Background: an optimization exercise with open tools, aiming at small area, a short achievable clock period and few clock cycles per item. Do not read the settings as production practice. Where RTL was checked, it was by simulation tests only, not by an equivalence proof against the original. Power and IR drop assume default switching activity.

run 4:
==> flow/design.v <==
`timescale 1ns / 1ps
module simon2share(clk, data_ina, data_inb, data_rdy, cipher_out, Done, Trig);
input clk;
input data_ina, data_inb;
input [1:0] data_rdy;
output [127:0] cipher_out;
output reg Done, Trig;
reg [1:0] rdy_r;       
reg ina_r, inb_r;      
reg [7:0] counter;     
reg [6:0] ptcnt;       
always @(posedge clk) begin
	rdy_r <= data_rdy;
	ina_r <= data_ina;
	inb_r <= data_inb;
end
wire idle  = (rdy_r == 2'd0);
wire ld_pt = (rdy_r == 2'd1);
wire ld_k  = (rdy_r == 2'd2);
wire run   = (rdy_r == 2'd3);
wire ph    = counter[0];
wire run_now = (data_rdy == 2'd3);
wire [7:0] counter_next = idle ? 8'd0 : (run ? counter + 8'd1 : counter);
always @(posedge clk)
	counter <= counter_next;
always @(posedge clk) begin
	if (ld_k)
		ptcnt <= 7'd0;
	else if (ld_pt)
		ptcnt <= ptcnt + 7'd1;
end
always @(posedge clk) begin
	Trig <= (counter_next == 8'd1);
	Done <= run_now && run && (counter == 8'd135);
end
reg [7:0] oe;
always @(posedge clk) begin
	oe[0] <= run_now && run && (counter == 8'd135);
	oe[1] <= run_now && run && (counter[0:0] == 1'd1) && (counter[7:1] == 7'd67);
	oe[2] <= run_now && run && (counter[1:0] == 2'd3) && (counter[7:2] == 6'd33);
	oe[3] <= run_now && run && (counter[2:0] == 3'd7) && (counter[7:3] == 5'd16);
	oe[4] <= run_now && run && (counter[3:0] == 4'd7) && (counter[7:4] == 4'd8);
	oe[5] <= run_now && run && (counter[4:0] == 5'd7) && (counter[7:5] == 3'd4);
	oe[6] <= run_now && run && (counter[5:0] == 6'd7) && (counter[7:6] == 2'd2);
	oe[7] <= run_now && run && (counter[6:0] == 7'd7) && (counter[7:7] == 1'd1);
end
reg [63:0] Xa, Ya, Xb, Yb;
wire [63:0] Xa1 = {Xa[62:0], Xa[63]};
wire [63:0] Xa2 = {Xa[61:0], Xa[63:62]};
wire [63:0] Xa8 = {Xa[55:0], Xa[63:56]};
wire [63:0] Xb1 = {Xb[62:0], Xb[63]};
wire [63:0] Xb2 = {Xb[61:0], Xb[63:62]};
wire [63:0] Xb8 = {Xb[55:0], Xb[63:56]};
wire [63:0] Ya1 = {Ya[62:0], Ya[63]};
wire [63:0] Ya8 = {Ya[55:0], Ya[63:56]};
wire [63:0] Yb1 = {Yb[62:0], Yb[63]};
wire [63:0] Yb8 = {Yb[55:0], Yb[63:56]};
wire [63:0] KYa, KYb;
wire [63:0] sa1 = Ya ^ Xa2 ^ (Xa1 & Xa8);
wire [63:0] sb1 = Yb ^ Xb2 ^ (Xb1 & Xb8);
wire [63:0] sa2 = Xa ^ KYa ^ (Ya1 & Yb8);
wire [63:0] sb2 = Xb ^ KYb ^ (Yb1 & Ya8);
wire y_load = ld_pt && (ptcnt[6] == 1'b0 || ptcnt[5:0] == 6'd0);
wire selA = run && (ph == 1'b0);
wire selB = run && (ph == 1'b1);
wire selS = ld_pt;
wire selH = !(run || ld_pt);
wire y_hold = !selA && !y_load;
always @(posedge clk) begin
	Xa <= ({64{selA}} & sa1) | ({64{selB}} & sa2) | ({64{selS}} & {ina_r, Xa[63:1]}) | ({64{selH}} & Xa);
	Xb <= ({64{selA}} & sb1) | ({64{selB}} & sb2) | ({64{selS}} & {inb_r, Xb[63:1]}) | ({64{selH}} & Xb);
	Ya <= ({64{selA}} & Xa) | ({64{y_load}} & Xa) | ({64{y_hold}} & Ya);
	Yb <= ({64{selA}} & Xb) | ({64{y_load}} & Xb) | ({64{y_hold}} & Yb);
end
reg [63:0] KXa, KXb;
reg [63:0] KYa_r, KYb_r;
assign KYa = KYa_r;
assign KYb = KYb_r;
wire [0:127] Z = {68'b10101111011100000011010010011000101000010001111110010110110011101011, 60'd0};
wire [63:0] c = 64'hfffffffffffffffc;
always @(posedge clk) begin
	if (ld_k) begin
		{KXa, KYa_r} <= {ina_r, KXa, KYa_r[63:1]};
		{KXb, KYb_r} <= {inb_r, KXb, KYb_r[63:1]};
	end
	else if (run && ph == 1'b1) begin
		KXa <= c ^ Z[counter[7:1]] ^ KYa_r ^ {KXa[2:0], KXa[63:3]} ^ {KXa[3:0], KXa[63:4]};
		KYa_r <= KXa;
		KXb <= KYb_r ^ {KXb[2:0], KXb[63:3]} ^ {KXb[3:0], KXb[63:4]};
		KYb_r <= KXb;
	end
end
wire [127:0] xy_a = {Xa, Ya};
wire [127:0] xy_b = {Xb, Yb};
wire [127:0] gate = {{16{oe[7]}}, {16{oe[6]}}, {16{oe[5]}}, {16{oe[4]}},
                     {16{oe[3]}}, {16{oe[2]}}, {16{oe[1]}}, {16{oe[0]}}};
assign cipher_out = (xy_a & gate) ^ (xy_b & gate);
endmodule
make LEC_CHECK=0 CAP_MARGIN=20 CORE_MARGIN=2 CORE_UTILIZATION=65 CTS_CLUSTER_DIAMETER=80 CTS_CLUSTER_SIZE=24 PLACE_DENSITY=0.72 SETUP_SLACK_MARGIN=1.9 SLEW_MARGIN=20 finish   # period 4.2 ns
run.sh (not shown) runs the stock make flow with config.mk's settings and CLKGATE_MAP_FILE= SYNTH_SCRIPT=/design/flow/synth_recipe.tcl, a recipe that flattens the netlist after the stock synthesis.
Testbench counts of run 4, summed over its fixed seeds: cycles 202,240, encryptions 512.
Inputs modified between run 4 and run 1:
==> flow/design.v, changed modules only <==
module simon2share(clk, data_ina, data_inb, data_rdy, cipher_out, Done, Trig);
input clk;
input data_ina, data_inb;
input [1:0] data_rdy;
output [127:0] cipher_out;
output reg Done, Trig;
reg [7:0] counter;     
reg [6:0] ptcnt;       
wire idle  = (data_rdy == 2'd0);
wire ld_pt = (data_rdy == 2'd1);
wire ld_k  = (data_rdy == 2'd2);
wire run   = (data_rdy == 2'd3);
wire ph    = counter[0];
always @(posedge clk) begin
	if (idle)
		counter <= 8'd0;
	else if (run)
		counter <= counter + 8'd1;
end
always @(posedge clk) begin
	if (ld_k)
		ptcnt <= 7'd0;
	else if (ld_pt)
		ptcnt <= ptcnt + 7'd1;
end
always @(posedge clk) begin
	Trig <= (counter == 8'd1);
	Done <= run && (counter == 8'd135);
end
reg [7:0] oe;
always @(posedge clk) begin
	oe[0] <= run && (counter == 8'd135);
	oe[1] <= run && (counter[0:0] == 1'd1) && (counter[7:1] == 7'd67);
	oe[2] <= run && (counter[1:0] == 2'd3) && (counter[7:2] == 6'd33);
	oe[3] <= run && (counter[2:0] == 3'd7) && (counter[7:3] == 5'd16);
	oe[4] <= run && (counter[3:0] == 4'd7) && (counter[7:4] == 4'd8);
	oe[5] <= run && (counter[4:0] == 5'd7) && (counter[7:5] == 3'd4);
	oe[6] <= run && (counter[5:0] == 6'd7) && (counter[7:6] == 2'd2);
	oe[7] <= run && (counter[6:0] == 7'd7) && (counter[7:7] == 1'd1);
end
reg [63:0] Xa, Ya, Xb, Yb;
wire [63:0] Xa1 = {Xa[62:0], Xa[63]};
wire [63:0] Xa2 = {Xa[61:0], Xa[63:62]};
wire [63:0] Xa8 = {Xa[55:0], Xa[63:56]};
wire [63:0] Xb1 = {Xb[62:0], Xb[63]};
wire [63:0] Xb2 = {Xb[61:0], Xb[63:62]};
wire [63:0] Xb8 = {Xb[55:0], Xb[63:56]};
wire [63:0] Ya1 = {Ya[62:0], Ya[63]};
wire [63:0] Ya8 = {Ya[55:0], Ya[63:56]};
wire [63:0] Yb1 = {Yb[62:0], Yb[63]};
wire [63:0] Yb8 = {Yb[55:0], Yb[63:56]};
wire [63:0] KYa, KYb;
wire [63:0] sa1 = Ya ^ Xa2 ^ (Xa1 & Xa8);
wire [63:0] sb1 = Yb ^ Xb2 ^ (Xb1 & Xb8);
wire [63:0] sa2 = Xa ^ KYa ^ (Ya1 & Yb8);
wire [63:0] sb2 = Xb ^ KYb ^ (Yb1 & Ya8);
wire y_load = ld_pt && (ptcnt[6] == 1'b0 || ptcnt[5:0] == 6'd0);
wire selA = run && (ph == 1'b0);
wire selB = run && (ph == 1'b1);
wire selS = ld_pt;
wire selH = !(run || ld_pt);
wire y_hold = !selA && !y_load;
always @(posedge clk) begin
	Xa <= ({64{selA}} & sa1) | ({64{selB}} & sa2) | ({64{selS}} & {data_ina, Xa[63:1]}) | ({64{selH}} & Xa);
	Xb <= ({64{selA}} & sb1) | ({64{selB}} & sb2) | ({64{selS}} & {data_inb, Xb[63:1]}) | ({64{selH}} & Xb);
	Ya <= ({64{selA}} & Xa) | ({64{y_load}} & Xa) | ({64{y_hold}} & Ya);
	Yb <= ({64{selA}} & Xb) | ({64{y_load}} & Xb) | ({64{y_hold}} & Yb);
end
reg [63:0] KXa, KXb;
reg [63:0] KYa_r, KYb_r;
assign KYa = KYa_r;
assign KYb = KYb_r;
wire [0:127] Z = {68'b10101111011100000011010010011000101000010001111110010110110011101011, 60'd0};
wire [63:0] c = 64'hfffffffffffffffc;
always @(posedge clk) begin
	if (ld_k) begin
		{KXa, KYa_r} <= {data_ina, KXa, KYa_r[63:1]};
		{KXb, KYb_r} <= {data_inb, KXb, KYb_r[63:1]};
	end
	else if (run && ph == 1'b1) begin
		KXa <= c ^ Z[counter[7:1]] ^ KYa_r ^ {KXa[2:0], KXa[63:3]} ^ {KXa[3:0], KXa[63:4]};
		KYa_r <= KXa;
		KXb <= KYb_r ^ {KXb[2:0], KXb[63:3]} ^ {KXb[3:0], KXb[63:4]};
		KYb_r <= KXb;
	end
end
wire [127:0] xy_a = {Xa, Ya};
wire [127:0] xy_b = {Xb, Yb};
wire [127:0] gate = {{16{oe[7]}}, {16{oe[6]}}, {16{oe[5]}}, {16{oe[4]}},
                     {16{oe[3]}}, {16{oe[2]}}, {16{oe[1]}}, {16{oe[0]}}};
assign cipher_out = (xy_a & gate) ^ (xy_b & gate);
endmodule
## What came out
- On synthesis-to-layout area growth, run 4 and run 1 are basically level.
- Fraction of area in registers: run 1 lower than run 4
- Worst hold slack across run 4 and run 1: no real change.
- Average wire per standard cell for run 1: 5.7% up relative to run 4
- The core of run 1 is more densely filled than that of run 4.
- Run 1 vs run 4, highest metal layer with signal wires: met5 vs met4
- In the flow results for run 4 and run 1, the overall fraction of global-route tracks in use is larger on run 1.
- Run 1 vs. run 4: clock share of power lower; power saw an increase.
- The run showing the greater setup slack is run 4.
- Compared to run 4, run 1 was floorplanned on a bigger die.
- Run 1 ended up with sky130_fd_sc_hd__dfxtp_1 as its cell with the biggest individual delay on the critical path; run 4 ended up with sky130_fd_sc_hd__dfxtp_4.
- Run 1 vs. run 4: chip width went up by about 1.7%.
- Buffer share of cell area (lower): run 4
The RTL of run 1 was laid out without a check of its function.

## what the ideal ports hide
In the flow no input, the clock included, has a driving cell. The finished layouts below were timed again as built, in two steps.
Step 1, drivers: a clkbuf_16 drives clk and a buf_2 each remaining input, both assumed.
Step 2 adds t to the input delays and takes it off the output delays; t is the mean of the earliest and latest rising clock arrival at the registers after step 1. Input paths then give back, and output paths get back, about the clock's delay inside the block.
a / b / c = no drivers / after step 1 / after step 2; a / b = the first two.
run	t, ns	setup WS [ns]	latest minus earliest clock arrival (ns)	pins driven straight from the clock port
run 4	0.642	1.910 / 1.850 / 1.849	0.024 / 0.024	1
run 1	0.657	1.882 / 1.819 / 1.294	0.032 / 0.031	1
After both steps every run listed still meets setup and hold. For run 1, which loses most, drivers alone change the setup slack by -0.063 ns; drivers and shift together by -0.588 ns.
